Source: an optimization exercise on an open RTL-to-GDS flow (aim: a short achievable clock period and few clock cycles). Production flows keep margins and buffers that such runs may drop. In this exercise RTL edits were held to simulation tests only and were not proved equivalent to the original. Power figures rest on the tool's default switching activity, not on a simulated workload.

==> flow/design.v, too long to show whole: its modules and the start of the top module <==
// module Banco_reg: 24 lines
// module Instr_Reg: 24 lines
// module LoadSize: 14 lines
// module Registrador: 14 lines
// module StoreSize: 15 lines
// module ctrl_unit: 3246 lines
// module div: 120 lines
// module mult: 48 lines
// module mux_2_to_1: 13 lines
// module mux_branch_ctrl: 17 lines
// module mux_datasrc: 33 lines
// module mux_excpt_ctrl: 13 lines
// module mux_iord: 23 lines
// module mux_pcsource: 23 lines
// module mux_regdst: 15 lines
// module mux_shift_amount: 13 lines
// module mux_ulaA: 16 lines
// module mux_ulaB: 16 lines
// module reg_shift: 15 lines
// module shift_left_16: 6 lines
// module shift_left_2: 6 lines
// module shift_left_2_PC: 13 lines
// module sign_extend_16_32: 6 lines
// module sign_extend_1_32: 6 lines
// module sign_extend_8_32: 6 lines
// module ula32: 56 lines
// module cpu_add: 415 lines
module cpu_add(
    input clk,
    input reset,
    output [31:0] mem_addr,
    output mem_wr,
    output [31:0] mem_wdata,
    input  [31:0] mem_rdata
);
  // ...
==> flow/run.sh <==
#!/bin/bash
# synth_recipe.tcl (not shown) runs the flow's synth.tcl, then flattens the netlist and writes it again
# the make line also repeats each setting of config.mk as NAME=value (left out here)
make -C /OpenROAD-flow-scripts/flow DESIGN_CONFIG=/design/flow/config.mk WORK_HOME=/design/flow/orfs CLKGATE_MAP_FILE= SYNTH_SCRIPT=/design/flow/synth_recipe.tcl finish
==> flow/config.mk <==
export PLATFORM = sky130hd
export DESIGN_NAME = cpu_add
export DESIGN_NICKNAME = cpu_add
export VERILOG_FILES = /design/flow/design.v
export SDC_FILE = /design/flow/constraint.sdc
export NUM_CORES = 8
export LEC_CHECK = 0
export CAP_MARGIN = 20
export CORE_MARGIN = 2
export CORE_UTILIZATION = 40
export SLEW_MARGIN = 20
==> flow/constraint.sdc <==
create_clock -name core_clock -period 18.0 [get_ports {clk}]
set_input_delay 3.6000 -clock core_clock [delete_from_list [all_inputs] [get_ports {clk}]]
set_output_delay 3.6000 -clock core_clock [all_outputs]
set_load 0.01 [all_outputs]
==> run summary, run 1 <==
final period demand of the worst path=approximately 18 ns; number of fill cells=approximately 25k; peak supply drop=0.1120 mV; Multi-input gate area=~58000 µm²; Max-cap violations=0; number of enable flip-flop cells after synthesis=146; fraction of area in registers=0.3692; clock transition at the registers of the reported paths=roughly 0.070 ns; fraction of final layout cells with drive strength greater than 1=0.1930; power drawn by the sequential cells=0.00611 W; Cell Count Post-Placement=between 10k and 15k; WL met1=roughly 190 mm; GRT Max-Usage Layer=met2; leading post-synthesis cells by instance count=sky130_fd_sc_hd__dfrtp_1, sky130_fd_sc_hd__mux2_2, sky130_fd_sc_hd__nand2_1, sky130_fd_sc_hd__nor2_1, sky130_fd_sc_hd__clkbuf_1; clock latency reported for the late side of the worst-skew pair=between 0.9 and 1 ns; RSZ-0062 raised after global routing=no; complex-gate fraction of the synthesized area=0.2103; met3 wire length=74.36 mm; Mapped Avg Cell Area=9.578 µm²; run status=finished clean; total wirelength of the detailed-routed design=528.9 mm; clock buffer count from CTS=slightly above 200; grt met2 use=0.5448; combinational power=~0.0071 W; number of placement rows=between 150 and 200; highest achievable clock rate=0.05711 GHz; critical path's slowest cell=sky130_fd_sc_hd__fa_1; die width=roughly 520 µm; delay contributed by the slowest stage of the critical path=about 0.6 ns; power per cell area=about 150 nW/µm²; post-route setup TNS=0 ns; flip-flop and latch count=approximately 1.8k; Fin Hold WS=around 0.46 ns; Diodes inserted=40; global routing met1 resource utilization=0.4627; crit path launch=Ctrl_.ALUSrcB[1]; fraction of registers with async set or reset after synthesis=0.7408; inverters=~260; cell count after synthesis=about 11k; level count of the clock H-tree=4; standard cell core area=approximately 260000 µm²
Testbench counts, summed over its fixed seeds: cycles 104,955.
==> module div, before the edit <==
module div(
    input wire clk,
    input wire reset,
    input wire div_ctrl,  
    input wire [31:0] a,
    input wire [31:0] b,
    output reg [31:0] resto,
    output reg [31:0] quociente,
    output reg DIVQ  
);
    reg [31:0] aux_a;
    reg [31:0] aux_b;
    reg [31:0] comp_b;
    reg sinal_a;
    reg sinal_b;
    reg div_start;
    reg div_end;
    reg [31:0] aux_quociente;
    reg [31:0] aux_resto;
    reg [32:0] aux_diff;
    integer counter_div;
    always @(posedge clk)begin
        if(div_ctrl == 1'b0)begin
            sinal_a = 1'b0;  
            sinal_b = 1'b0;  
            div_start = 1'b0;
            DIVQ <= 1'b0;
            div_end = 1'b0;
            aux_quociente = 32'b0;
            aux_resto = 32'b0;
            aux_diff = 33'b0;
            counter_div = 31;
            quociente <= 32'b0;
            resto <= 32'b0;
        end
        if (div_ctrl == 1'b1)
            begin
                if (reset)
                begin
                    quociente <= 32'b0;
                    resto <= 32'b0;
                    DIVQ <= 1'b0;
                    div_start = 1'b0;
                    div_end = 1'b1;
                    sinal_a = 1'b0;
                    sinal_b = 1'b0;
                    aux_quociente = 32'b0;
                    aux_resto = 32'b0;
                    aux_diff = 32'b0;
                    counter_div = 0;
                end
                if (!div_end)
                begin
                    if (!div_start)
                    begin
                        if (b == 32'b0)
                        begin
                            DIVQ <= 1'b1;
                            div_end = 1'b1;
                        end
                        else
                        begin 
                            if (a[31])
                            begin
                                aux_a = (~a + 1'b1);
                                sinal_a = 1'b1;
                            end
                            else
                            begin
                                aux_a = a; 
                            end
                            if (b[31])
                            begin
                                aux_b = (~b + 1'b1);
                                sinal_b = 1'b1;
                            end
                            else
                            begin
                                aux_b = b; 
                            end
                        end
                        div_start = 1'b1;
                    end
                    if (div_start)
                    begin
                        aux_resto = aux_resto << 1; 
                        aux_resto[0] = aux_a[counter_div];
                        comp_b = (~aux_b + 1'b1);
                        aux_diff = aux_resto + comp_b; 
                        if (aux_diff[32]) 
                        begin
                            aux_resto = aux_diff[31:0];
                        end
                        aux_quociente[counter_div] = aux_diff[32]; 
                        counter_div = counter_div - 1;
                        if (counter_div == -1)
                        begin
                            if (sinal_a ^ sinal_b)  
                            begin
                                quociente <= (~aux_quociente + 1'b1);
                            end
                            else
                            begin
                                quociente <= aux_quociente;
                            end
                            if (sinal_a)
                            begin
                                resto <= (~aux_resto + 1'b1);
                            end
                            else
                            begin
                                resto <= aux_resto;
                            end
                            div_end = 1'b1;
                        end
                    end
                end
            end
        end
endmodule
==> module mult, before the edit <==
module mult(
    input wire clk,
    input wire mult_ctrl,
    input wire reset,
    input wire [31:0] a,
    input wire [31:0] b,
    output reg [31:0] Hi,
    output reg [31:0] Lo
);
    reg [31:0] M; 
    reg [31:0] Q;   
    reg Q1;
    reg [31:0] A;
    reg [5:0] counter;
    always @ (posedge clk)begin
        if(mult_ctrl == 1'b0)begin
            counter = 6'b000000;
            Q = 32'b00000000000000000000000000000000;
            M = 32'b00000000000000000000000000000000;
            Q1 = 1'b0;
            A = 32'b00000000000000000000000000000000;
        end
        else begin
            if(counter == 6'b000000) begin
                Q = a;
                M = b;
                counter = counter + 1;
            end
            else begin 
                if(Q[0] == 1'b1 && Q1 == 1'b0) begin
                    A = A - M;
                end 
                else if(Q[0] == 1'b0 && Q1 == 1'b1) begin
                    A = A + M;
                end 
                {A, Q, Q1} = {A, Q, Q1} >> 1'b1;
                if(A[30] == 1'b1)begin
                    A[31] = 1'b1; 
                end
                counter = counter + 1'b1;
            end
            if(counter == 6'b100001) begin
                Hi <= A;
                Lo <= Q;
            end
        end
    end
endmodule
==> inputs of run 2 (changes only) <==
==> flow/design.v (replaced) <==
module div (
    input  wire        clk,
    input  wire        reset,
    input  wire        start,
    input  wire [31:0] a,
    input  wire [31:0] b,
    output wire        busy,
    output reg         done,
    output reg  [31:0] quo,
    output reg  [31:0] rem
);
    localparam IDLE = 3'd0, N1 = 3'd1, N2 = 3'd2, ITER = 3'd3, FIX = 3'd4;
    reg [2:0]  st;
    reg [31:0] ua, ud;      
    reg        nq, nr;      
    reg [31:0] r, dd, q;
    reg [5:0]  cnt;         
    reg [5:0]  steps;
    assign busy = (st != IDLE);
    function [5:0] blen(input [31:0] x);
        integer i;
        begin
            blen = 6'd0;
            for (i = 0; i < 32; i = i + 1)
                if (x[i]) blen = i + 1;
        end
    endfunction
    wire [5:0] na = blen(ua);
    wire [5:0] nd = blen(ud);
    wire [63:0] ush = {32'd0, ua} >> steps;
    wire [63:0] dsh = {ua, 32'd0} >> steps;
    wire [32:0] t;
    div_sub u_sub (.a({r, dd[31]}), .b(ud), .d(t));
    always @(posedge clk or posedge reset) begin
        if (reset) begin
            st <= IDLE; done <= 1'b0;
        end else begin
            done <= 1'b0;
            case (st)
            IDLE: if (start) st <= N1;
            N1:   st <= N2;
            N2:   st <= (steps == 6'd0) ? FIX : ITER;
            ITER: if (cnt == 6'd1) st <= FIX;
            FIX:  begin st <= IDLE; done <= 1'b1; end
            default: st <= IDLE;
            endcase
        end
    end
    always @(posedge clk) begin
        case (st)
        IDLE: begin
            ua <= a[31] ? (~a + 32'd1) : a;
            ud <= b[31] ? (~b + 32'd1) : b;
            nq <= a[31] ^ b[31];
            nr <= a[31];
        end
        N1: steps <= (na >= nd) ? (na - nd + 6'd1) : 6'd0;
        N2: begin
            r <= ush[31:0]; dd <= dsh[31:0]; q <= 32'd0; cnt <= steps;
        end
        ITER: begin
            r  <= t[32] ? {r[30:0], dd[31]} : t[31:0];
            q  <= {q[30:0], !t[32]};
            dd <= {dd[30:0], 1'b0};
            cnt <= cnt - 6'd1;
        end
        FIX: begin
            quo <= nq ? (~q + 32'd1) : q;
            rem <= nr ? (~r + 32'd1) : r;
        end
        default: ;
        endcase
    end
endmodule
module div_sub (
    input  wire [32:0] a,
    input  wire [31:0] b,
    output wire [32:0] d
);
    assign d = a - {1'b0, b};
endmodule
module mult(
    input  wire        clk,
    input  wire        reset,
    input  wire        start,
    input  wire [31:0] a,
    input  wire [31:0] b,
    output reg         v1,
    output reg         v2,
    output reg         v3,
    output wire [63:0] p
);
    reg [31:0] ra, rb;
    wire sb = rb[31] & (|rb[30:0]);
    wire [34:0] y = {sb, sb, rb, 1'b0};    
    wire [63:0] xs = {{32{ra[31]}}, ra};
    wire b0_neg = y[2] & ~(y[1] & y[0]);
    wire b0_one = y[1] ^ y[0];
    wire b0_two = (y[2] & ~y[1] & ~y[0]) | (~y[2] & y[1] & y[0]);
    wire [63:0] b0_mag = b0_one ? xs : (b0_two ? {xs[62:0], 1'b0} : 64'd0);
    wire [63:0] b0_t = b0_mag ^ {64{b0_neg}};
    wire [63:0] r0 = b0_t;
    wire b1_neg = y[4] & ~(y[3] & y[2]);
    wire b1_one = y[3] ^ y[2];
    wire b1_two = (y[4] & ~y[3] & ~y[2]) | (~y[4] & y[3] & y[2]);
    wire [63:0] b1_mag = b1_one ? xs : (b1_two ? {xs[62:0], 1'b0} : 64'd0);
    wire [63:0] b1_t = b1_mag ^ {64{b1_neg}};
    wire [63:0] r1 = {b1_t[61:0], 2'd0};
    wire b2_neg = y[6] & ~(y[5] & y[4]);
    wire b2_one = y[5] ^ y[4];
    wire b2_two = (y[6] & ~y[5] & ~y[4]) | (~y[6] & y[5] & y[4]);
    wire [63:0] b2_mag = b2_one ? xs : (b2_two ? {xs[62:0], 1'b0} : 64'd0);
    wire [63:0] b2_t = b2_mag ^ {64{b2_neg}};
    wire [63:0] r2 = {b2_t[59:0], 4'd0};
    wire b3_neg = y[8] & ~(y[7] & y[6]);
    wire b3_one = y[7] ^ y[6];
    wire b3_two = (y[8] & ~y[7] & ~y[6]) | (~y[8] & y[7] & y[6]);
    wire [63:0] b3_mag = b3_one ? xs : (b3_two ? {xs[62:0], 1'b0} : 64'd0);
    wire [63:0] b3_t = b3_mag ^ {64{b3_neg}};
    wire [63:0] r3 = {b3_t[57:0], 6'd0};
    wire b4_neg = y[10] & ~(y[9] & y[8]);
    wire b4_one = y[9] ^ y[8];
    wire b4_two = (y[10] & ~y[9] & ~y[8]) | (~y[10] & y[9] & y[8]);
    wire [63:0] b4_mag = b4_one ? xs : (b4_two ? {xs[62:0], 1'b0} : 64'd0);
    wire [63:0] b4_t = b4_mag ^ {64{b4_neg}};
    wire [63:0] r4 = {b4_t[55:0], 8'd0};
    wire b5_neg = y[12] & ~(y[11] & y[10]);
    wire b5_one = y[11] ^ y[10];
    wire b5_two = (y[12] & ~y[11] & ~y[10]) | (~y[12] & y[11] & y[10]);
    wire [63:0] b5_mag = b5_one ? xs : (b5_two ? {xs[62:0], 1'b0} : 64'd0);
    wire [63:0] b5_t = b5_mag ^ {64{b5_neg}};
    wire [63:0] r5 = {b5_t[53:0], 10'd0};
    wire b6_neg = y[14] & ~(y[13] & y[12]);
    wire b6_one = y[13] ^ y[12];
    wire b6_two = (y[14] & ~y[13] & ~y[12]) | (~y[14] & y[13] & y[12]);
    wire [63:0] b6_mag = b6_one ? xs : (b6_two ? {xs[62:0], 1'b0} : 64'd0);
    wire [63:0] b6_t = b6_mag ^ {64{b6_neg}};
    wire [63:0] r6 = {b6_t[51:0], 12'd0};
    wire b7_neg = y[16] & ~(y[15] & y[14]);
    wire b7_one = y[15] ^ y[14];
    wire b7_two = (y[16] & ~y[15] & ~y[14]) | (~y[16] & y[15] & y[14]);
    wire [63:0] b7_mag = b7_one ? xs : (b7_two ? {xs[62:0], 1'b0} : 64'd0);
    wire [63:0] b7_t = b7_mag ^ {64{b7_neg}};
    wire [63:0] r7 = {b7_t[49:0], 14'd0};
    wire b8_neg = y[18] & ~(y[17] & y[16]);
    wire b8_one = y[17] ^ y[16];
    wire b8_two = (y[18] & ~y[17] & ~y[16]) | (~y[18] & y[17] & y[16]);
    wire [63:0] b8_mag = b8_one ? xs : (b8_two ? {xs[62:0], 1'b0} : 64'd0);
    wire [63:0] b8_t = b8_mag ^ {64{b8_neg}};
    wire [63:0] r8 = {b8_t[47:0], 16'd0};
    wire b9_neg = y[20] & ~(y[19] & y[18]);
    wire b9_one = y[19] ^ y[18];
    wire b9_two = (y[20] & ~y[19] & ~y[18]) | (~y[20] & y[19] & y[18]);
    wire [63:0] b9_mag = b9_one ? xs : (b9_two ? {xs[62:0], 1'b0} : 64'd0);
    wire [63:0] b9_t = b9_mag ^ {64{b9_neg}};
    wire [63:0] r9 = {b9_t[45:0], 18'd0};
    wire b10_neg = y[22] & ~(y[21] & y[20]);
    wire b10_one = y[21] ^ y[20];
    wire b10_two = (y[22] & ~y[21] & ~y[20]) | (~y[22] & y[21] & y[20]);
    wire [63:0] b10_mag = b10_one ? xs : (b10_two ? {xs[62:0], 1'b0} : 64'd0);
    wire [63:0] b10_t = b10_mag ^ {64{b10_neg}};
    wire [63:0] r10 = {b10_t[43:0], 20'd0};
    wire b11_neg = y[24] & ~(y[23] & y[22]);
    wire b11_one = y[23] ^ y[22];
    wire b11_two = (y[24] & ~y[23] & ~y[22]) | (~y[24] & y[23] & y[22]);
    wire [63:0] b11_mag = b11_one ? xs : (b11_two ? {xs[62:0], 1'b0} : 64'd0);
    wire [63:0] b11_t = b11_mag ^ {64{b11_neg}};
    wire [63:0] r11 = {b11_t[41:0], 22'd0};
    wire b12_neg = y[26] & ~(y[25] & y[24]);
    wire b12_one = y[25] ^ y[24];
    wire b12_two = (y[26] & ~y[25] & ~y[24]) | (~y[26] & y[25] & y[24]);
    wire [63:0] b12_mag = b12_one ? xs : (b12_two ? {xs[62:0], 1'b0} : 64'd0);
    wire [63:0] b12_t = b12_mag ^ {64{b12_neg}};
    wire [63:0] r12 = {b12_t[39:0], 24'd0};
    wire b13_neg = y[28] & ~(y[27] & y[26]);
    wire b13_one = y[27] ^ y[26];
    wire b13_two = (y[28] & ~y[27] & ~y[26]) | (~y[28] & y[27] & y[26]);
    wire [63:0] b13_mag = b13_one ? xs : (b13_two ? {xs[62:0], 1'b0} : 64'd0);
    wire [63:0] b13_t = b13_mag ^ {64{b13_neg}};
    wire [63:0] r13 = {b13_t[37:0], 26'd0};
    wire b14_neg = y[30] & ~(y[29] & y[28]);
    wire b14_one = y[29] ^ y[28];
    wire b14_two = (y[30] & ~y[29] & ~y[28]) | (~y[30] & y[29] & y[28]);
    wire [63:0] b14_mag = b14_one ? xs : (b14_two ? {xs[62:0], 1'b0} : 64'd0);
    wire [63:0] b14_t = b14_mag ^ {64{b14_neg}};
    wire [63:0] r14 = {b14_t[35:0], 28'd0};
    wire b15_neg = y[32] & ~(y[31] & y[30]);
    wire b15_one = y[31] ^ y[30];
    wire b15_two = (y[32] & ~y[31] & ~y[30]) | (~y[32] & y[31] & y[30]);
    wire [63:0] b15_mag = b15_one ? xs : (b15_two ? {xs[62:0], 1'b0} : 64'd0);
    wire [63:0] b15_t = b15_mag ^ {64{b15_neg}};
    wire [63:0] r15 = {b15_t[33:0], 30'd0};
    wire b16_neg = y[34] & ~(y[33] & y[32]);
    wire b16_one = y[33] ^ y[32];
    wire b16_two = (y[34] & ~y[33] & ~y[32]) | (~y[34] & y[33] & y[32]);
    wire [63:0] b16_mag = b16_one ? xs : (b16_two ? {xs[62:0], 1'b0} : 64'd0);
    wire [63:0] b16_t = b16_mag ^ {64{b16_neg}};
    wire [63:0] r16 = {b16_t[31:0], 32'd0};
    wire [63:0] rc = ({63'd0, b0_neg} << 0) | ({63'd0, b1_neg} << 2) | ({63'd0, b2_neg} << 4) | ({63'd0, b3_neg} << 6) | ({63'd0, b4_neg} << 8) | ({63'd0, b5_neg} << 10) | ({63'd0, b6_neg} << 12) | ({63'd0, b7_neg} << 14) | ({63'd0, b8_neg} << 16) | ({63'd0, b9_neg} << 18) | ({63'd0, b10_neg} << 20) | ({63'd0, b11_neg} << 22) | ({63'd0, b12_neg} << 24) | ({63'd0, b13_neg} << 26) | ({63'd0, b14_neg} << 28) | ({63'd0, b15_neg} << 30) | ({63'd0, b16_neg} << 32);
    wire [63:0] s0_0 = r0 ^ r1 ^ r2;
    wire [63:0] m0_0 = (r0 & r1) | (r0 & r2) | (r1 & r2);
    wire [63:0] c0_0 = {m0_0[62:0], 1'b0};
    wire [63:0] s0_1 = r3 ^ r4 ^ r5;
    wire [63:0] m0_1 = (r3 & r4) | (r3 & r5) | (r4 & r5);
    wire [63:0] c0_1 = {m0_1[62:0], 1'b0};
    wire [63:0] s0_2 = r6 ^ r7 ^ r8;
    wire [63:0] m0_2 = (r6 & r7) | (r6 & r8) | (r7 & r8);
    wire [63:0] c0_2 = {m0_2[62:0], 1'b0};
    wire [63:0] s0_3 = r9 ^ r10 ^ r11;
    wire [63:0] m0_3 = (r9 & r10) | (r9 & r11) | (r10 & r11);
    wire [63:0] c0_3 = {m0_3[62:0], 1'b0};
    wire [63:0] s0_4 = r12 ^ r13 ^ r14;
    wire [63:0] m0_4 = (r12 & r13) | (r12 & r14) | (r13 & r14);
    wire [63:0] c0_4 = {m0_4[62:0], 1'b0};
    wire [63:0] s0_5 = r15 ^ r16 ^ rc;
    wire [63:0] m0_5 = (r15 & r16) | (r15 & rc) | (r16 & rc);
    wire [63:0] c0_5 = {m0_5[62:0], 1'b0};
    wire [63:0] s1_6 = s0_0 ^ c0_0 ^ s0_1;
    wire [63:0] m1_6 = (s0_0 & c0_0) | (s0_0 & s0_1) | (c0_0 & s0_1);
    wire [63:0] c1_6 = {m1_6[62:0], 1'b0};
    wire [63:0] s1_7 = c0_1 ^ s0_2 ^ c0_2;
    wire [63:0] m1_7 = (c0_1 & s0_2) | (c0_1 & c0_2) | (s0_2 & c0_2);
    wire [63:0] c1_7 = {m1_7[62:0], 1'b0};
    wire [63:0] s1_8 = s0_3 ^ c0_3 ^ s0_4;
    wire [63:0] m1_8 = (s0_3 & c0_3) | (s0_3 & s0_4) | (c0_3 & s0_4);
    wire [63:0] c1_8 = {m1_8[62:0], 1'b0};
    wire [63:0] s1_9 = c0_4 ^ s0_5 ^ c0_5;
    wire [63:0] m1_9 = (c0_4 & s0_5) | (c0_4 & c0_5) | (s0_5 & c0_5);
    wire [63:0] c1_9 = {m1_9[62:0], 1'b0};
    wire [63:0] s2_10 = s1_6 ^ c1_6 ^ s1_7;
    wire [63:0] m2_10 = (s1_6 & c1_6) | (s1_6 & s1_7) | (c1_6 & s1_7);
    wire [63:0] c2_10 = {m2_10[62:0], 1'b0};
    wire [63:0] s2_11 = c1_7 ^ s1_8 ^ c1_8;
    wire [63:0] m2_11 = (c1_7 & s1_8) | (c1_7 & c1_8) | (s1_8 & c1_8);
    wire [63:0] c2_11 = {m2_11[62:0], 1'b0};
    reg [63:0] m0_q;
    reg [63:0] m1_q;
    reg [63:0] m2_q;
    reg [63:0] m3_q;
    reg [63:0] m4_q;
    reg [63:0] m5_q;
    wire [63:0] s3_12 = m0_q ^ m1_q ^ m2_q;
    wire [63:0] m3_12 = (m0_q & m1_q) | (m0_q & m2_q) | (m1_q & m2_q);
    wire [63:0] c3_12 = {m3_12[62:0], 1'b0};
    wire [63:0] s3_13 = m3_q ^ m4_q ^ m5_q;
    wire [63:0] m3_13 = (m3_q & m4_q) | (m3_q & m5_q) | (m4_q & m5_q);
    wire [63:0] c3_13 = {m3_13[62:0], 1'b0};
    wire [63:0] s4_14 = s3_12 ^ c3_12 ^ s3_13;
    wire [63:0] m4_14 = (s3_12 & c3_12) | (s3_12 & s3_13) | (c3_12 & s3_13);
    wire [63:0] c4_14 = {m4_14[62:0], 1'b0};
    wire [63:0] s5_15 = s4_14 ^ c4_14 ^ c3_13;
    wire [63:0] m5_15 = (s4_14 & c4_14) | (s4_14 & c3_13) | (c4_14 & c3_13);
    wire [63:0] c5_15 = {m5_15[62:0], 1'b0};
    reg [63:0] ps, pc;
    always @(posedge clk or posedge reset) begin
        if (reset) begin v1 <= 1'b0; v2 <= 1'b0; v3 <= 1'b0; end
        else begin v1 <= start; v2 <= v1; v3 <= v2; end
    end
    always @(posedge clk) begin
        ra <= a; rb <= b;
        m0_q <= s2_10;
        m1_q <= c2_10;
        m2_q <= s2_11;
        m3_q <= c2_11;
        m4_q <= s1_9;
        m5_q <= c1_9;
        ps <= s5_15; pc <= c5_15;
    end
    assign p = ps + pc;
endmodule
module ula_add(
    input  wire [31:0] a,
    input  wire [31:0] b,
    input  wire        ci,
    output wire [31:0] s
);
    assign s = a + b + {31'd0, ci};
endmodule
module ula_lt(
    input  wire [31:0] a,
    input  wire [31:0] b,
    output wire        lt
);
    assign lt = (a[31] != b[31]) ? a[31] : (a[30:0] < b[30:0]);
endmodule
module ula_eq(
    input  wire [31:0] a,
    input  wire [31:0] b,
    output wire        eq
);
    assign eq = (a == b);
endmodule
module cpu_add(
    input clk,
    input reset,
    output [31:0] mem_addr,
    output mem_wr,
    output [31:0] mem_wdata,
    input  [31:0] mem_rdata
);
    localparam QD = 6;           
    localparam K_NONE = 3'd0, K_LOAD = 3'd1, K_ADDM = 3'd2, K_SHSB = 3'd3, K_TRAP = 3'd4;
    reg  [31:0] ma;
    reg         mwr;
    reg  [31:0] mwd;
    assign mem_addr  = ma;
    assign mem_wr    = mwr;
    assign mem_wdata = mwd;
    reg         s0v, s1v, s2v;
    reg  [31:0] s0pc, s1pc, s2pc;
    reg  [7:0]  s1pg, s1pgm, s1pgp, s2pg, s2pgm, s2pgp;
    reg  [31:0] ras;             
    reg         s1bt, s2bt;      
    reg  [15:0] s1bi, s2bi;      
    localparam NB = 4;
    reg  [NB-1:0] bv;
    reg  [29:0] btag [0:NB-1];
    reg  [15:0] bimm [0:NB-1];
    reg  [31:0] btgt [0:NB-1];
    reg  [1:0]  brr;
    reg  [1:0]  skc;
    reg  [2:0]  d0k, d1k, d2k;
    reg  [4:0]  d0r, d1r, d2r;   
    reg  [1:0]  d0z, d1z, d2z;   
    reg  [31:0] d0b, d1b, d2b;   
    reg  [31:0] d0a, d1a, d2a;   
    reg         amv;
    reg  [4:0]  amr;
    reg  [31:0] amd, amb;
    reg         tfl;
    reg         tpend;
    reg  [1:0]  tk;
    reg  [31:0] xpc_d;           
    reg  [31:0] R [0:31];
    reg  [31:0] rv;
    reg  [31:0] HI_r, LO_r, EPC_r;
    reg         hv, lv, ev;
    wire [31:0] HI  = hv ? HI_r : 32'd0;
    wire [31:0] LO  = lv ? LO_r : 32'd0;
    wire [31:0] EPC = ev ? EPC_r : 32'd0;
    reg  [31:0] q_ir  [0:QD-1];
    reg  [31:0] q_pc  [0:QD-1];
    reg  [31:0] q_jt  [0:QD-1];
    reg         q_pt  [0:QD-1];
    reg  [9:0]  q_pd  [0:QD-1];    
    reg  [31:0] q_rso [0:QD-1];    
    reg  [31:0] q_rto [0:QD-1];
    reg  [7:0]  q_pg  [0:QD-1];    
    reg  [7:0]  q_pgm [0:QD-1];
    reg  [7:0]  q_pgp [0:QD-1];
    reg  [QD-1:0] qv;              
    reg  [QD-1:0] qho, qto;        
    reg         prv;
    reg  [31:0] pr_ir, pr_pc, pr_jt, pr_p8, pr_p12, pr_p16;
    reg         pr_bt;
    reg  [15:0] pr_bi;
    reg         dv;
    reg  [31:0] d_ir, d_pc, d_jt, d_rso, d_rto;
    reg  [7:0]  d_pg, d_pgm, d_pgp;
    reg  [9:0]  d_pd;
    reg         d_pt;
    reg         xv;
    reg  [31:0] xA_r, xB_r, xBx_r, x_pc, x_pc4, x_tgt, x_jt, x_kres, x_sh_r;
    reg  [7:0]  x_pg, x_pgm, x_pgp;
    reg  [15:0] x_imm;
    reg  [4:0]  x_amt_r, x_dst;
    reg         x_fa, x_fb, x_fbx, x_fsh, x_famt;
    reg         x_pt;
    reg         x_wr, x_add, x_addt, x_sub, x_and, x_slt, x_slti, x_shl, x_shr, x_k,
                x_mfhi, x_mflo, x_mult, x_div, x_br, x_jr, x_rte, x_bad,
                x_load, x_sw, x_shsb, x_addm, x_half, x_byte;
    reg  [1:0]  x_bop;
    reg         x_rdrs, x_rdrt, x_rtrs, x_igt1, x_igt0;
    reg         wbv;
    reg  [4:0]  wbr;
    reg  [31:0] wbd;
    wire [31:0] xA  = x_fa  ? wbd : xA_r;
    wire [31:0] xB  = x_fb  ? wbd : xB_r;
    wire [31:0] xBx = x_fbx ? wbd : xBx_r;
    wire [31:0] x_sh = x_fsh ? wbd : x_sh_r;
    wire [4:0]  x_amt = x_famt ? wbd[4:0] : x_amt_r;
    function [31:0] onehot5(input [4:0] r);
        onehot5 = 32'd1 << r;
    endfunction
    function [9:0] pdec(input [31:0] w);
        reg [5:0] o, f;
        reg rt_, jal_, j_, ld_, st_, am_, ali_, hl_, sh_, wrd_, nors_;
        begin
            o = w[31:26]; f = w[5:0];
            rt_  = (o == 6'h00);
            jal_ = (o == 6'h03);
            j_   = (o == 6'h02);
            ld_  = (o == 6'h23) || (o == 6'h21) || (o == 6'h20);
            st_  = (o == 6'h2b) || (o == 6'h29) || (o == 6'h28);
            am_  = (o == 6'h01);
            ali_ = (o == 6'h08) || (o == 6'h09) || (o == 6'h0a) || (o == 6'h0f);
            hl_  = rt_ && (f == 6'h10 || f == 6'h12 || f == 6'h18 || f == 6'h1a);
            sh_  = rt_ && (f == 6'h00 || f == 6'h02 || f == 6'h03);
            wrd_ = rt_ && (f == 6'h20 || f == 6'h22 || f == 6'h24 || f == 6'h2a || f == 6'h00 ||
                           f == 6'h02 || f == 6'h03 || f == 6'h04 || f == 6'h07 || f == 6'h10 || f == 6'h12);
            nors_ = sh_ || (o == 6'h0f) || (rt_ && (f == 6'h10 || f == 6'h12 || f == 6'h13)) || j_ || jal_;
            pdec[9] = !nors_;
            pdec[8] = (rt_ && (f == 6'h20 || f == 6'h22 || f == 6'h24 || f == 6'h2a || f == 6'h00 ||
                               f == 6'h02 || f == 6'h03 || f == 6'h04 || f == 6'h07 || f == 6'h18 || f == 6'h1a)) ||
                      (o[5:2] == 4'b0001) || st_ || am_;
            pdec[7] = wrd_ || ali_ || jal_ || ld_ || am_;
            pdec[6:2] = jal_ ? 5'd31 : (wrd_ ? w[15:11] : w[20:16]);
            pdec[1] = hl_;
            pdec[0] = ld_ || st_ || am_;
        end
    endfunction
    wire [31:0] rdw   = mem_rdata;
    wire a_bpt = (rdw[31:28] == 4'b0001) && ((rdw[31:26] == 6'h05) || rdw[15]);
    wire [5:0]  pr_op  = pr_ir[31:26];
    wire pr_isj   = (pr_op == 6'h02) || (pr_op == 6'h03);
    wire pr_isjal = (pr_op == 6'h03);
    wire pr_isjr  = (pr_op == 6'h00) && (pr_ir[5:0] == 6'h08);
    wire pr_isbrk = (pr_op == 6'h00) && (pr_ir[5:0] == 6'h0d);
    wire pr_bpt   = (pr_op[5:2] == 4'b0001) && ((pr_op == 6'h05) || pr_ir[15]);
    wire [31:0] pr_pc4 = pr_pc + 32'd4;
    wire [31:0] pr_btgt;
    ula_add u_prt (.a(pr_pc4), .b({{14{pr_ir[15]}}, pr_ir[15:0], 2'b00}), .ci(1'b0), .s(pr_btgt));
    wire pr_jmp = pr_isj | pr_isjr | pr_isbrk | pr_bpt;
    wire [25:0] pr_ji = pr_ir[25:0];
    wire pr_j1 = (pr_ji == pr_p8[27:2])  && (pr_p8[31:28]  == pr_pc4[31:28]);
    wire pr_j2 = (pr_ji == pr_p12[27:2]) && (pr_p12[31:28] == pr_pc4[31:28]);
    wire pr_j3 = (pr_ji == pr_p16[27:2]) && (pr_p16[31:28] == pr_pc4[31:28]);
    wire pr_j0 = (pr_ji == pr_pc4[27:2]);
    wire pr_bsh = (pr_ir[15:2] == 14'd0);
    wire pr_short = (pr_bpt & pr_bsh) | (pr_isj & (pr_j0 | pr_j1 | pr_j2 | pr_j3));
    wire [1:0] pr_sk = pr_bpt ? pr_ir[1:0] : (pr_j1 ? 2'd1 : pr_j2 ? 2'd2 : pr_j3 ? 2'd3 : 2'd0);
    wire pr_btok = pr_bpt & pr_ir[15] & (pr_ir[15:0] == pr_bi);
    wire [31:0] pr_tgt = pr_isj ? {pr_pc4[31:28], pr_ir[25:0], 2'b00} :
                         pr_isjr ? pr_jt : pr_isbrk ? pr_pc : pr_btgt;
    wire [5:0]  op  = d_ir[31:26];
    wire [4:0]  rs  = d_ir[25:21];
    wire [4:0]  rt  = d_ir[20:16];
    wire [4:0]  rd  = d_ir[15:11];
    wire [4:0]  sha = d_ir[10:6];
    wire [5:0]  fn  = d_ir[5:0];
    wire [15:0] imm = d_ir[15:0];
    wire [31:0] simm = {{16{imm[15]}}, imm};
    wire rtype   = (op == 6'h00);
    wire i_add   = rtype && fn == 6'h20;
    wire i_sub   = rtype && fn == 6'h22;
    wire i_and   = rtype && fn == 6'h24;
    wire i_slt   = rtype && fn == 6'h2a;
    wire i_sll   = rtype && fn == 6'h00;
    wire i_srl   = rtype && (fn == 6'h02 || fn == 6'h03);
    wire i_sllv  = rtype && fn == 6'h04;
    wire i_srlv  = rtype && fn == 6'h07;
    wire i_mult  = rtype && fn == 6'h18;
    wire i_div   = rtype && fn == 6'h1a;
    wire i_mfhi  = rtype && fn == 6'h10;
    wire i_mflo  = rtype && fn == 6'h12;
    wire i_jr    = rtype && fn == 6'h08;
    wire i_rte   = rtype && fn == 6'h13;
    wire i_addi  = (op == 6'h08);
    wire i_addiu = (op == 6'h09);
    wire i_slti  = (op == 6'h0a);
    wire i_lui   = (op == 6'h0f);
    wire i_br    = (op[5:2] == 4'b0001);
    wire i_lw    = (op == 6'h23);
    wire i_lh    = (op == 6'h21);
    wire i_lb    = (op == 6'h20);
    wire i_sw    = (op == 6'h2b);
    wire i_sh    = (op == 6'h29);
    wire i_sb    = (op == 6'h28);
    wire i_addm  = (op == 6'h01);
    wire i_jal   = (op == 6'h03);
    wire i_j     = (op == 6'h02);
    wire i_load  = i_lw | i_lh | i_lb;
    wire i_shsb  = i_sh | i_sb;
    wire i_mem   = i_load | i_sw | i_shsb | i_addm;
    wire i_bad   = !(rtype | i_addi | i_addiu | i_slti | i_lui | i_br | i_load | i_sw |
                     i_shsb | i_addm | i_jal | i_j);
    wire wr_rd   = i_add | i_sub | i_and | i_slt | i_sll | i_srl | i_sllv | i_srlv | i_mfhi | i_mflo;
    wire wr_rt   = i_addi | i_addiu | i_slti | i_lui;
    wire d_wr    = wr_rd | wr_rt | i_jal;
    wire [4:0] d_dst = i_jal ? 5'd31 : (wr_rd ? rd : rt);
    wire use_rs  = !(i_sll | i_srl | i_lui | i_mfhi | i_mflo | i_j | i_jal | i_rte);
    wire use_rt  = i_add | i_sub | i_and | i_slt | i_sll | i_srl | i_sllv | i_srlv | i_mult | i_div |
                   i_br | i_sw | i_shsb | i_addm;
    wire has_dst = d_wr | i_load | i_addm;
    wire [4:0] h_dst = (i_load | i_addm) ? rt : d_dst;
    wire [31:0] sum, dif;
    wire lt, eq;
    ula_add u_sum (.a(xA), .b(xBx),  .ci(1'b0), .s(sum));
    ula_add u_dif (.a(xA), .b(~xBx), .ci(1'b1), .s(dif));
    ula_lt  u_lt  (.a(xA), .b(xBx), .lt(lt));       
    ula_eq  u_eq  (.a(xA), .b(xB),  .eq(eq));
    wire ovf_add = (xA[31] == xBx[31]) && (sum[31] != xA[31]);
    wire ovf_sub = (xA[31] != xBx[31]) && (dif[31] != xA[31]);
    wire b_gt1 = !xB[31] && (|xB[31:1]);
    wire b_gt0 = !xB[31] && (|xB);
    wire a_le0 = xA[31] || (xA == 32'd0);
    reg slt_res;
    always @(*) begin
        if (x_rdrs && x_rdrt)  slt_res = 1'b0;
        else if (x_rdrs)       slt_res = lt ? b_gt1 : b_gt0;
        else if (x_rdrt)       slt_res = lt ? a_le0 : xA[31];
        else                   slt_res = lt;
    end
    wire slti_res = x_rtrs ? (lt ? x_igt1 : x_igt0) : lt;
    wire [31:0] shl = x_sh << x_amt;
    wire [31:0] shr = x_sh >> x_amt;
    wire [31:0] x_res = ({32{x_add}}  & sum) |
                        ({32{x_sub}}  & dif) |
                        ({32{x_and}}  & (xA & xB)) |
                        ({32{x_slt}}  & {31'd0, slt_res}) |
                        ({32{x_slti}} & {31'd0, slti_res}) |
                        ({32{x_shl}}  & shl) |
                        ({32{x_shr}}  & shr) |
                        ({32{x_k}}    & x_kres) |
                        ({32{x_mfhi}} & HI) |
                        ({32{x_mflo}} & LO);
    reg  [7:0] smc_pgn;           
    reg        smc_act;           
    wire [7:0] bpg = ~smc_pgn;
    function near(input [7:0] p, input [7:0] pm, input [7:0] pp);
        near = (bpg == p) || (bpg == pm) || (bpg == pp);
    endfunction
    reg smc_q;
    integer qi;
    always @(*) begin
        smc_q = 1'b0;
        for (qi = 0; qi < QD; qi = qi + 1)
            if (qv[qi] && near(q_pg[qi], q_pgm[qi], q_pgp[qi])) smc_q = 1'b1;
    end
    wire smc_hit = smc_act && ((xv && near(x_pg, x_pgm, x_pgp)) || (dv && near(d_pg, d_pgm, d_pgp)) ||
                               smc_q || (s2v && near(s2pg, s2pgm, s2pgp)) ||
                               (s1v && near(s1pg, s1pgm, s1pgp)));
    reg [31:0] h_ir, h_pc, h_jt, h_rso, h_rto;
    reg [7:0]  h_pg, h_pgm, h_pgp;
    reg [9:0]  h_pd;
    reg        h_pt;
    integer hi;
    always @(*) begin
        h_ir = 32'd0; h_pc = 32'd0; h_jt = 32'd0; h_rso = 32'd0; h_rto = 32'd0;
        h_pg = 8'd0; h_pgm = 8'd0; h_pgp = 8'd0; h_pt = 1'b0; h_pd = 10'd0;
        for (hi = 0; hi < QD; hi = hi + 1) begin
            h_ir  = h_ir  | ({32{qho[hi]}} & q_ir[hi]);
            h_pc  = h_pc  | ({32{qho[hi]}} & q_pc[hi]);
            h_jt  = h_jt  | ({32{qho[hi]}} & q_jt[hi]);
            h_rso = h_rso | ({32{qho[hi]}} & q_rso[hi]);
            h_rto = h_rto | ({32{qho[hi]}} & q_rto[hi]);
            h_pg  = h_pg  | ({8{qho[hi]}} & q_pg[hi]);
            h_pgm = h_pgm | ({8{qho[hi]}} & q_pgm[hi]);
            h_pgp = h_pgp | ({8{qho[hi]}} & q_pgp[hi]);
            h_pt  = h_pt  | (qho[hi] & q_pt[hi]);
            h_pd  = h_pd  | ({10{qho[hi]}} & q_pd[hi]);
        end
    end
    wire q_ne = |qv;
    wire [31:0] q_head_pc = h_pc;
    reg  [NB-1:0] bhit;
    reg  [31:0] bh_tgt;
    reg  [15:0] bh_imm;
    integer bi;
    always @(*) begin
        bh_tgt = 32'd0; bh_imm = 16'd0;
        for (bi = 0; bi < NB; bi = bi + 1) begin
            bhit[bi] = bv[bi] && (btag[bi] == s0pc[31:2]);
            bh_tgt = bh_tgt | ({32{bhit[bi]}} & btgt[bi]);
            bh_imm = bh_imm | ({16{bhit[bi]}} & bimm[bi]);
        end
    end
    wire b_any = |bhit;
    wire [31:0] seq = s0v ? (b_any ? bh_tgt : s0pc + 32'd4) : s0pc;
    wire [31:0] smc_pc = xv ? x_pc : (dv ? d_pc : (q_ne ? q_head_pc :
                         (s2v ? s2pc : (s1v ? s1pc : seq))));
    wire x_ok   = xv & !smc_hit & !tfl;
    wire t_ovf  = (x_addt & ovf_add) | (x_sub & ovf_sub);
    wire t_dz   = x_div & (xB == 32'd0);
    wire trap   = x_ok & (t_ovf | t_dz | x_bad);
    wire [1:0] trap_k = x_bad ? 2'd0 : (t_ovf ? 2'd1 : 2'd2);
    wire br_tk = (x_bop == 2'b00) ? eq : (x_bop == 2'b01) ? !eq :
                 (x_bop == 2'b10) ? (lt | eq) : !(lt | eq);
    wire mis_br = x_br && (br_tk != x_pt) && (x_imm != 16'd0);    
    wire mis_jr = x_jr && (xA != x_jt);
    wire x_redir = x_ok & (mis_br | mis_jr | x_rte);
    wire [31:0] x_rtgt = x_rte ? EPC : (x_jr ? xA : (br_tk ? x_tgt : x_pc4));
    wire x_memop = x_ok & (x_load | x_sw | x_shsb | x_addm);
    reg x_bhit;
    integer xbi;
    always @(*) begin
        x_bhit = 1'b0;
        for (xbi = 0; xbi < NB; xbi = xbi + 1)
            if (bv[xbi] && btag[xbi] == x_pc[31:2]) x_bhit = 1'b1;
    end
    wire ld0 = (d0k == K_LOAD) || (d0k == K_ADDM);
    wire ld1 = (d1k == K_LOAD) || (d1k == K_ADDM);
    wire am2 = (d2k == K_ADDM);
    wire xld = xv && (x_load || x_addm);
    wire xw  = xv && x_wr;
    function hit5(input u, input [4:0] r, input v, input [4:0] p);
        hit5 = u && v && (r == p);
    endfunction
    wire p_urs = d_pd[9], p_urt = d_pd[8], p_hd = d_pd[7];
    wire [4:0] p_dst = d_pd[6:2];
    wire haz_ld = hit5(p_urs, rs, ld0, d0r) | hit5(p_urs, rs, ld1, d1r) | hit5(p_urs, rs, am2, d2r) |
                  hit5(p_urs, rs, xld, x_dst) | hit5(p_urs, rs, amv, amr) |
                  hit5(p_urt, rt, ld0, d0r) | hit5(p_urt, rt, ld1, d1r) | hit5(p_urt, rt, am2, d2r) |
                  hit5(p_urt, rt, xld, x_dst) | hit5(p_urt, rt, amv, amr) |
                  hit5(p_hd, p_dst, ld0, d0r) | hit5(p_hd, p_dst, ld1, d1r) |
                  hit5(p_hd, p_dst, am2, d2r) | hit5(p_hd, p_dst, xld, x_dst);
    wire haz_ld_old = hit5(use_rs, rs, ld0, d0r) | hit5(use_rs, rs, ld1, d1r) | hit5(use_rs, rs, am2, d2r) |
                  hit5(use_rs, rs, xld, x_dst) | hit5(use_rs, rs, xw, x_dst) | hit5(use_rs, rs, amv, amr) |
                  hit5(use_rt, rt, ld0, d0r) | hit5(use_rt, rt, ld1, d1r) | hit5(use_rt, rt, am2, d2r) |
                  hit5(use_rt, rt, xld, x_dst) | hit5(use_rt, rt, xw, x_dst) | hit5(use_rt, rt, amv, amr) |
                  hit5(has_dst, h_dst, ld0, d0r) | hit5(has_dst, h_dst, ld1, d1r) |
                  hit5(has_dst, h_dst, am2, d2r) | hit5(has_dst, h_dst, xld, x_dst);
    wire shsb_pend = (d0k == K_SHSB) || (d1k == K_SHSB) || (xv && x_shsb);
    wire haz_mem = d_pd[0] && (shsb_pend || tpend);
    wire m_v1, m_v2, m_v3;
    wire dv_busy, dv_done;
    wire [63:0] m_p;
    wire [31:0] dv_q, dv_r;
    wire hilo_busy = m_v1 | m_v2 | m_v3 | dv_busy | dv_done | (xv & (x_mult | x_div));
    wire haz_hl = hilo_busy & d_pd[1];
    wire d_stall = haz_ld | haz_hl | haz_mem;
    wire [31:0] ld_val = (d2z == 2'd1) ? {16'd0, rdw[15:0]} :
                         (d2z == 2'd2) ? {24'd0, rdw[7:0]} : rdw;
    reg [31:0] rf_a, rf_b;
    integer ri;
    always @(*) begin
        rf_a = 32'd0; rf_b = 32'd0;
        for (ri = 0; ri < 32; ri = ri + 1) begin
            rf_a = rf_a | ({32{d_rso[ri]}} & (rv[ri] ? R[ri] : ((ri == 29) ? 32'd227 : 32'd0)));
            rf_b = rf_b | ({32{d_rto[ri]}} & (rv[ri] ? R[ri] : ((ri == 29) ? 32'd227 : 32'd0)));
        end
    end
    wire fw_a = xw && (x_dst == rs);
    wire fw_b = xw && (x_dst == rt);
    wire [31:0] opA = ((d2k == K_LOAD) && d2r == rs) ? ld_val :
                      (wbv && wbr == rs) ? wbd : rf_a;
    wire [31:0] opB = ((d2k == K_LOAD) && d2r == rt) ? ld_val :
                      (wbv && wbr == rt) ? wbd : rf_b;
    wire we_ld   = (d2k == K_LOAD);
    wire shsb_wr = (d2k == K_SHSB);
    wire [31:0] shsb_data = (d2z == 2'd1) ? {rdw[31:16], d2b[15:0]} : {rdw[31:8], d2b[7:0]};
    wire trapv = (d2k == K_TRAP);
    wire [31:0] am_sum = amd + amb;
    wire x_flush  = x_redir | tfl | smc_hit;
    wire pr_redir = prv & !x_flush & (pr_bt ? !pr_btok : (pr_jmp & !pr_short));
    wire [31:0] pr_rtgt = (pr_bt & !pr_jmp) ? pr_pc4 : pr_tgt;
    wire pr_skip  = prv & !x_flush & !pr_bt & pr_jmp & pr_short;
    wire [1:0] skc_e = pr_skip ? pr_sk : skc;
    wire drop = (skc_e != 2'd0);
    wire a_v = s2v & !x_flush & !pr_redir & !drop;
    wire [31:0] nfa = trapv ? {24'd0, rdw[7:0]} :
                      x_redir ? x_rtgt :
                      smc_hit ? smc_pc :
                      pr_redir ? pr_rtgt : seq;
    wire tvec = tpend & !shsb_wr;                 
    wire x_memraw = xv & !tfl & (x_load | x_sw | x_shsb | x_addm);
    wire port_busy = shsb_wr | tvec | x_memraw;
    wire fetch_blk = tpend | (d0k == K_TRAP) | (d1k == K_TRAP);
    reg  [3:0] qn;
    integer ci;
    always @(*) begin
        qn = 4'd0;
        for (ci = 0; ci < QD; ci = ci + 1) qn = qn + {3'd0, qv[ci]};
    end
    wire [4:0] held = {1'b0, qn} + {4'd0, dv} + {4'd0, s2v} + {4'd0, s0v} + {4'd0, s1v};
    wire room = x_flush ? 1'b1 : (held < QD + 1);
    wire issue = !port_busy && !fetch_blk && room;
    wire kill_s = x_flush | pr_redir;            
    wire [31:0] ma_n = x_memraw ? sum :
                       shsb_wr ? d2a :
                       tvec ? {24'd0, 6'b111111, tk[1] ? 2'b11 : (tk[0] ? 2'b10 : 2'b01)} : nfa;
    wire d_go   = dv & !d_stall & !x_flush;       
    wire d_free = !dv | d_go;
    wire q_pop  = d_free & q_ne & !x_flush;
    wire to_d   = d_free & !x_flush & (q_ne | a_v);
    wire q_push = a_v & !(d_free & !q_ne);
    wire d_ld   = !dv | !d_stall;
    mult u_mult (
        .clk(clk), .reset(reset), .start(x_ok & x_mult), .a(xA), .b(xB),
        .v1(m_v1), .v2(m_v2), .v3(m_v3), .p(m_p)
    );
    div u_div (
        .clk(clk), .reset(reset), .start(x_ok & x_div & !t_dz), .a(xA), .b(xB),
        .busy(dv_busy), .done(dv_done), .quo(dv_q), .rem(dv_r)
    );
    always @(posedge clk or posedge reset) begin
        if (reset) begin
            rv <= 32'd0; hv <= 1'b0; lv <= 1'b0; ev <= 1'b0;
            ma <= 32'd0; mwr <= 1'b0;
            s0v <= 1'b1; s1v <= 1'b0; s2v <= 1'b0;
            s0pc <= 32'd0;
            d0k <= K_NONE; d1k <= K_NONE; d2k <= K_NONE;
            amv <= 1'b0; tpend <= 1'b0; tfl <= 1'b0;
            qv <= {QD{1'b0}}; qho <= {{(QD-1){1'b0}}, 1'b1}; qto <= {{(QD-1){1'b0}}, 1'b1};
            smc_act <= 1'b0;
            prv <= 1'b0; dv <= 1'b0; xv <= 1'b0; wbv <= 1'b0;
            bv <= {NB{1'b0}}; brr <= 2'd0; skc <= 2'd0;
        end else begin
            if (wbv) rv[wbr] <= 1'b1;
            if (we_ld) rv[d2r] <= 1'b1;
            if (amv) rv[amr] <= 1'b1;
            if (m_v3 | dv_done) begin hv <= 1'b1; lv <= 1'b1; end
            if (x_ok & x_mfhi) hv <= 1'b0;
            if (x_ok & x_mflo) lv <= 1'b0;
            if (tfl) ev <= 1'b1;
            amv <= (d2k == K_ADDM);
            tfl <= trap;
            if (trap) tpend <= 1'b1;
            else if (tvec) tpend <= 1'b0;
            ma <= ma_n;
            mwr <= shsb_wr | (x_memop & x_sw);
            d1k <= d0k; d2k <= d1k;
            if (tvec) d0k <= K_TRAP;
            else if (x_memop & !x_sw) d0k <= x_load ? K_LOAD : (x_addm ? K_ADDM : K_SHSB);
            else d0k <= K_NONE;
            s0v <= issue;
            s0pc <= nfa;
            s1v <= s0v & !kill_s;
            s2v <= s1v & !kill_s;
            prv <= a_v;
            skc <= x_flush ? 2'd0 : ((s2v & drop) ? skc_e - 2'd1 : skc_e);
            if (x_ok & x_br & br_tk & x_imm[15] & !x_bhit) begin
                bv[brr] <= 1'b1;
                brr <= brr + 2'd1;
            end
            if (x_flush) begin
                qv <= {QD{1'b0}};
                qho <= {{(QD-1){1'b0}}, 1'b1}; qto <= {{(QD-1){1'b0}}, 1'b1};
            end else begin
                qv <= (qv & ~(q_pop ? qho : {QD{1'b0}})) | (q_push ? qto : {QD{1'b0}});
                if (q_pop) qho <= {qho[QD-2:0], qho[QD-1]};
                if (q_push) qto <= {qto[QD-2:0], qto[QD-1]};
            end
            smc_act <= shsb_wr | (x_memop & (x_sw | x_shsb));
            if (d_free | x_flush) dv <= to_d;
            xv <= d_go;
            wbv <= x_ok & x_wr & !trap;
        end
    end
    integer wi;
    always @(posedge clk) begin
        if (wbv) R[wbr] <= wbd;
        if (we_ld) R[d2r] <= ld_val;
        if (amv) R[amr] <= am_sum;
        if (m_v3) begin HI_r <= m_p[63:32]; LO_r <= m_p[31:0]; end
        if (dv_done) begin HI_r <= dv_r; LO_r <= dv_q; end
        xpc_d <= x_pc;
        if (tfl) EPC_r <= xpc_d;
        if (trap) tk <= trap_k;
        amr <= d2r; amd <= rdw; amb <= d2b;
        mwd <= shsb_wr ? shsb_data : xB;
        d1r <= d0r; d1z <= d0z; d1b <= d0b; d1a <= d0a;
        d2r <= d1r; d2z <= d1z; d2b <= d1b; d2a <= d1a;
        d0r <= x_dst;
        d0z <= x_half ? 2'd1 : (x_byte ? 2'd2 : 2'd0);
        d0b <= xB;
        d0a <= sum;
        s1pc <= s0pc;
        s2pc <= s1pc;
        if (prv & pr_isjal) ras <= pr_pc4;
        pr_ir <= rdw; pr_pc <= s2pc; pr_jt <= ras;
        pr_p8 <= s2pc + 32'd8; pr_p12 <= s2pc + 32'd12; pr_p16 <= s2pc + 32'd16;
        pr_bt <= s2bt; pr_bi <= s2bi;
        s1bt <= s0v & b_any; s1bi <= bh_imm;
        s2bt <= s1bt; s2bi <= s1bi;
        if (x_ok & x_br & br_tk & x_imm[15] & !x_bhit) begin
            btag[brr] <= x_pc[31:2]; bimm[brr] <= x_imm; btgt[brr] <= x_tgt;
        end
        smc_pgn <= ~ma_n[15:8];
        s1pg <= s0pc[15:8]; s1pgm <= s0pc[15:8] - 8'd1; s1pgp <= s0pc[15:8] + 8'd1;
        s2pg <= s1pg; s2pgm <= s1pgm; s2pgp <= s1pgp;
        for (wi = 0; wi < QD; wi = wi + 1)
            if (qto[wi] & !qv[wi]) begin
                q_ir[wi] <= rdw; q_pc[wi] <= s2pc; q_jt[wi] <= ras; q_pt[wi] <= a_bpt;
                q_rso[wi] <= onehot5(rdw[25:21]); q_rto[wi] <= onehot5(rdw[20:16]);
                q_pg[wi] <= s2pg; q_pgm[wi] <= s2pgm; q_pgp[wi] <= s2pgp;
                q_pd[wi] <= pdec(rdw);
            end
        if (d_ld) begin
            if (q_ne) begin
                d_ir <= h_ir; d_pc <= h_pc; d_jt <= h_jt; d_pt <= h_pt;
                d_rso <= h_rso; d_rto <= h_rto;
                d_pg <= h_pg; d_pgm <= h_pgm; d_pgp <= h_pgp; d_pd <= h_pd;
            end else begin
                d_ir <= rdw; d_pc <= s2pc; d_jt <= ras; d_pt <= a_bpt;
                d_rso <= onehot5(rdw[25:21]); d_rto <= onehot5(rdw[20:16]);
                d_pg <= s2pg; d_pgm <= s2pgm; d_pgp <= s2pgp; d_pd <= pdec(rdw);
            end
        end
        xA_r <= opA; xB_r <= opB;
        xBx_r <= (i_addi | i_addiu | i_slti | i_mem) ? simm : opB;
        x_fa <= fw_a; x_fb <= fw_b;
        x_fbx <= fw_b & !(i_addi | i_addiu | i_slti | i_mem);
        x_fsh <= (i_sll | i_srl) ? fw_b : fw_a;
        x_famt <= !(i_sll | i_srl) & fw_b;
        x_pc <= d_pc; x_pc4 <= d_pc + 32'd4;
        x_pg <= d_pg; x_pgm <= d_pgm; x_pgp <= d_pgp;
        x_imm <= imm;
        x_tgt <= d_pc + 32'd4 + {simm[29:0], 2'b00};
        x_jt <= d_jt; x_pt <= d_pt;
        x_kres <= i_jal ? d_pc + 32'd4 : {imm, 16'd0};
        x_sh_r <= (i_sll | i_srl) ? opB : opA;
        x_amt_r <= (i_sll | i_srl) ? sha : opB[4:0];
        x_dst <= h_dst;
        x_wr <= d_wr;
        x_add <= i_add | i_addi | i_addiu;
        x_addt <= i_add | i_addi;
        x_sub <= i_sub;
        x_and <= i_and;
        x_slt <= i_slt;
        x_slti <= i_slti;
        x_shl <= i_sll | i_sllv;
        x_shr <= i_srl | i_srlv;
        x_k <= i_lui | i_jal;
        x_mfhi <= i_mfhi; x_mflo <= i_mflo;
        x_mult <= i_mult; x_div <= i_div;
        x_br <= i_br; x_bop <= op[1:0];
        x_jr <= i_jr; x_rte <= i_rte; x_bad <= i_bad;
        x_load <= i_load; x_sw <= i_sw; x_shsb <= i_shsb; x_addm <= i_addm;
        x_half <= i_lh | i_sh; x_byte <= i_lb | i_sb;
        x_rdrs <= (rd == rs); x_rdrt <= (rd == rt); x_rtrs <= (rt == rs);
        x_igt1 <= !imm[15] && (|imm[15:1]);
        x_igt0 <= !imm[15] && (|imm);
        wbr <= x_dst; wbd <= x_res;
    end
endmodule
==> flow/flow/run.sh (new file) <==
#!/bin/bash
# The standard layout, with timing repair asked to leave more setup slack
# than the clock needs (SETUP_SLACK_MARGIN), so it sizes and buffers the
# critical paths. Everything else is the standard flow.
bash standard.sh SETUP_SLACK_MARGIN=12.5 finish > standard.log 2>&1
==> flow/standard.sh (new file) <==
#!/bin/bash
# synth_recipe.tcl (not shown) runs the flow's synth.tcl, then flattens the netlist and writes it again
# the make line also repeats each setting of config.mk as NAME=value (left out here)
make -C /OpenROAD-flow-scripts/flow DESIGN_CONFIG=/design/flow/config.mk WORK_HOME=/design/flow/orfs CLKGATE_MAP_FILE= SYNTH_SCRIPT=/design/flow/synth_recipe.tcl "${@:-finish}"
removed: flow/run.sh
==> run summary, run 2 <==
run status=complete, but fails checks; Fail Reasons=antenna rules, capacitance limit, slew limit; cell with the most instances after synthesis=sky130_fd_sc_hd__edfxtp_1; total of warnings raised by yosys=13; Area growth syn-to-layout=12.68%; level count of the clock H-tree=6 (+2); peak supply drop=0.1659 mV (+48%); top post-synthesis cells by area=sky130_fd_sc_hd__edfxtp_1, sky130_fd_sc_hd__dfxtp_1, sky130_fd_sc_hd__fa_1, sky130_fd_sc_hd__xnor2_1, sky130_fd_sc_hd__mux2i_1; dominant cell type by area after synthesis=sky130_fd_sc_hd__edfxtp_1; Hold Buf Count CTS=0; Post-Synth Adder-Cell Area=0.07009; routability congestion estimate=between 1 and 1.5; maximum number of pins on one net before global-route repair=approximately 140; power per cell area=161.1 nW/µm² (+8.3%); Remaining Overflow, GRT=0; 1st-iter DRT viols=39.24k; final HPWL from detailed placement=around 740 mm; initial antenna violation count=between 100 and 150; Hold Crit Depth=0; post-synthesis cell type count=~110; final period demand of the worst path=5.682 ns (-11.83 ns); Final Skew=~0.11 ns; cell at the root of the clock tree=sky130_fd_sc_hd__clkbuf_16; number of cells on the worst reg-to-reg path=17; number of hold violations in the final report=0; Final Non-Filler Cells=approximately 31k; WL/cell=roughly 37 µm; Multi-input gate area=111000 µm² (+91%); number of enable flip-flop cells after synthesis=3006 (+2000%); critical path class=input port to flip-flop; most common library cell in the layout ignoring fill and taps=sky130_fd_sc_hd__edfxtp_1; number of vias per cell=roughly 6.7; commonest register cell after synthesis=sky130_fd_sc_hd__edfxtp_1; Period Utilization, post-route=0.3157; most frequent cells in the layout=sky130_fd_sc_hd__edfxtp_1, sky130_fd_sc_hd__nor2_1, sky130_fd_sc_hd__nand2_1; slew at the pin with the worst max-slew slack=1.977 ns; total track usage=0.3612; total wirelength of the detailed-routed design=1156 mm (+120%); total count of max-transition violations in the final report=26; fraction of final layout cells with drive strength greater than 1=0.1067 (-0.08636); worst hold-check path type=flip-flop to flip-flop; IO buf count=98; clock transition at the registers of the reported paths=0.06 ns (about the same); worst relative slew slack=-0.3238; Max-cap violations=2 (+2); number of fill cells=55.59k (+120%); die width=783.2 µm (+51%); final-report setup violation count=0; number of clock sinks=between 4k and 5k; starting density of the core=0.4009; endpoint required time on the critical path=around 19 ns; number of antenna-violating nets in the routed design=3; vias in the first global route=187.7k; fraction of registers with async set or reset after synthesis=0.03304 (-0.7078); standard cell core area=605800 µm² (+130%); IO Count=roughly 100; via count of the routed design=about 210k; synthesized-area fraction occupied by and/or/nand/nor cells=0.1035; cell count after synthesis=22.75k (+110%); post-route setup TNS=0 ns (unchanged); Mapped Avg Cell Area=10.68 µm² (+11%); complex-gate fraction of the synthesized area=0.1639 (-0.04640); number of flip-flops in the largest register=1024; Clock Path Buffers=4; area of the mapped netlist=~240000 µm²; fraction of post-synthesis cell area in the top cell type by area=0.3717; Fin Hold WS=0.3187 ns (-0.1363 ns); leakage power=roughly 100 nW; number of design rule violations left after detail routing=0; die area=~600000 µm²; post-place instance area=roughly 250000 µm²; number of placement rows=286 (+52%); Sequential Area=123700 µm²; clock latency reported for the late side of the worst-skew pair=1.18 ns (+0.23 ns); highest achievable clock rate=0.1760 GHz (+210%); Critical Path Fanout Max=34; element type at the critical path end=flip-flop; clock buffer count from CTS=532 (+160%); sort of element at the start of the critical path=input port; most flop-heavy register=R; Layout Cell Area excl Fill=273700 µm²; multiplexer area fraction after synthesis=0.04807; flop and latch count out of synthesis=between 4k and 5k; leading post-synthesis cells by instance count=sky130_fd_sc_hd__edfxtp_1, sky130_fd_sc_hd__nor2_1, sky130_fd_sc_hd__clkbuf_1, sky130_fd_sc_hd__nand2_1, sky130_fd_sc_hd__dfxtp_1; Layout Nets=about 23k; TritonCTS clock tree=yes; number of nets in the synthesized netlist=approximately 24k; power consumption=0.04409 W; synthesized-area fraction occupied by xor and xnor cells=0.06105; RSZ-0062 raised after global routing=yes; Data arrival, critical path=6.75 ns; global-route wire length before repair=approximately 1600 mm; largest family of logic cells by synthesized area=compound AO/OA/AOI/OAI gates; die extent in y=~800 µm; fraction of the yosys area taken by sequential cells=0.5088; DRT Pass-1 Iters=15; Cell Count Post-Placement=29.62k (+110%)
run 2: power by group:
part | internal (W) | switching [W]
Clock | 0.00641 | 0.00474
Combinational | 0.00570 | 0.0116
Sequential | 0.0138 | 0.00189
Total | 0.0259 | 0.0182
run 2: area by class of cell:
class,instances,area share
inverters,801,0.01111
flip-flops and latches,4631,0.4521
multi-input cells,15270,0.4057
diodes,246,0.002249
clock inverters,244,0.009377
repair buffers,934,0.02816
clock buffers,716,0.05448
well taps,8064,0.03687
run 2: logic make-up after synthesis:
kind of cell,count (synthesis)
adder cells (fa/ha/maj),1017
multiplexers,1063
AND/OR/NAND/NOR,5555
XOR/XNOR,1685
flip-flops,4631
buffers and inverters,2854
AO/OA/AOI/OAI,5942
run 2: critical path, stage by stage:
cell	delay [ns]
sky130_fd_sc_hd__clkdlybuf4s50_1	1.30
sky130_fd_sc_hd__nand2_1	0.10
sky130_fd_sc_hd__buf_4	0.34
sky130_fd_sc_hd__o21ai_0	1.12
sky130_fd_sc_hd__nor2_1	0.10
sky130_fd_sc_hd__a21oi_1	0.18
run 2: timing repair:
action	CTS	global route
pin swaps	13	17
endpoints found under the setup margin	597	124
cloned	12	2
endpoints found under the hold margin	0	0
resized for setup	289	86
buffers inserted	36	25
run 2: path summary, 6_finish.rpt:
| kind | startpoint | end | slack [ns] |
|---|---|---|---|
| worst min register to register | d1a[19] | d2a[19] | 0.32 |
| worst max-delay path | mem_rdata[14] | x_sh_r[14] | 12.32 |
| worst max register to register | x_fb | ma[27] | 12.50 |
| worst min-delay path | d1a[19] | d2a[19] | 0.32 |
| min in group asynchronous | reset | bv[2] | 3.11 |
| max in group asynchronous | reset | rv[28] | 12.88 |
run 2: per-stage QoR:
| step | setup WS [ns] | utilization |
|---|---|---|
| 2_1_floorplan | 12.47 | - |
| 3_3_place_gp | 10.35 | 0.4184 |
| 3_5_place_dp | 10.22 | 0.4186 |
| 4_1_cts | 12.50 | 0.4495 |
| 5_1_grt | 12.46 | 0.4512 |
| 6_report | 12.32 | 0.4518 |
run 2: routing by layer:
layer  GRT usage  share of wire
met5     0.04182         0.0020
met2      0.4986           0.40
met3      0.1484           0.14
met1      0.4463           0.36
met4      0.2698           0.10
Testbench counts of run 2, summed over its fixed seeds: cycles 17,426.

-- afterwards: timing with drivers on the ports --
The flow's constraints put no driver on any port. The routed layouts listed below were extracted and timed again, unchanged, in two steps. Step 1 assumes that a clkbuf_16 drives the clock port and a buf_2 every other input. Step 2 adds t to the input delays and takes it off the output delays; t is the mean of the earliest and latest rising clock arrival at the registers after step 1. Input paths then give back, and output paths get back, about the clock's delay inside the block. a / b / c = ideal / step 1 / step 2; a / b = the first two.
run | shift t [ns] | slack for setup (ns) | worst setup path after step 2 | worst register clock-pin slew, ns | cell pins on the clock port's net
run 1 | 1.001 | 0.491 / 0.386 / 1.387 | register to output | 0.07 / 0.07 | 1
run 2 | 1.236 | 12.318 / 12.268 / 11.032 | input to register | 0.08 / 0.08 | 1
The setup slack of run 2, which loses most, moves by -0.050 ns with the drivers and by -1.286 ns with both steps.
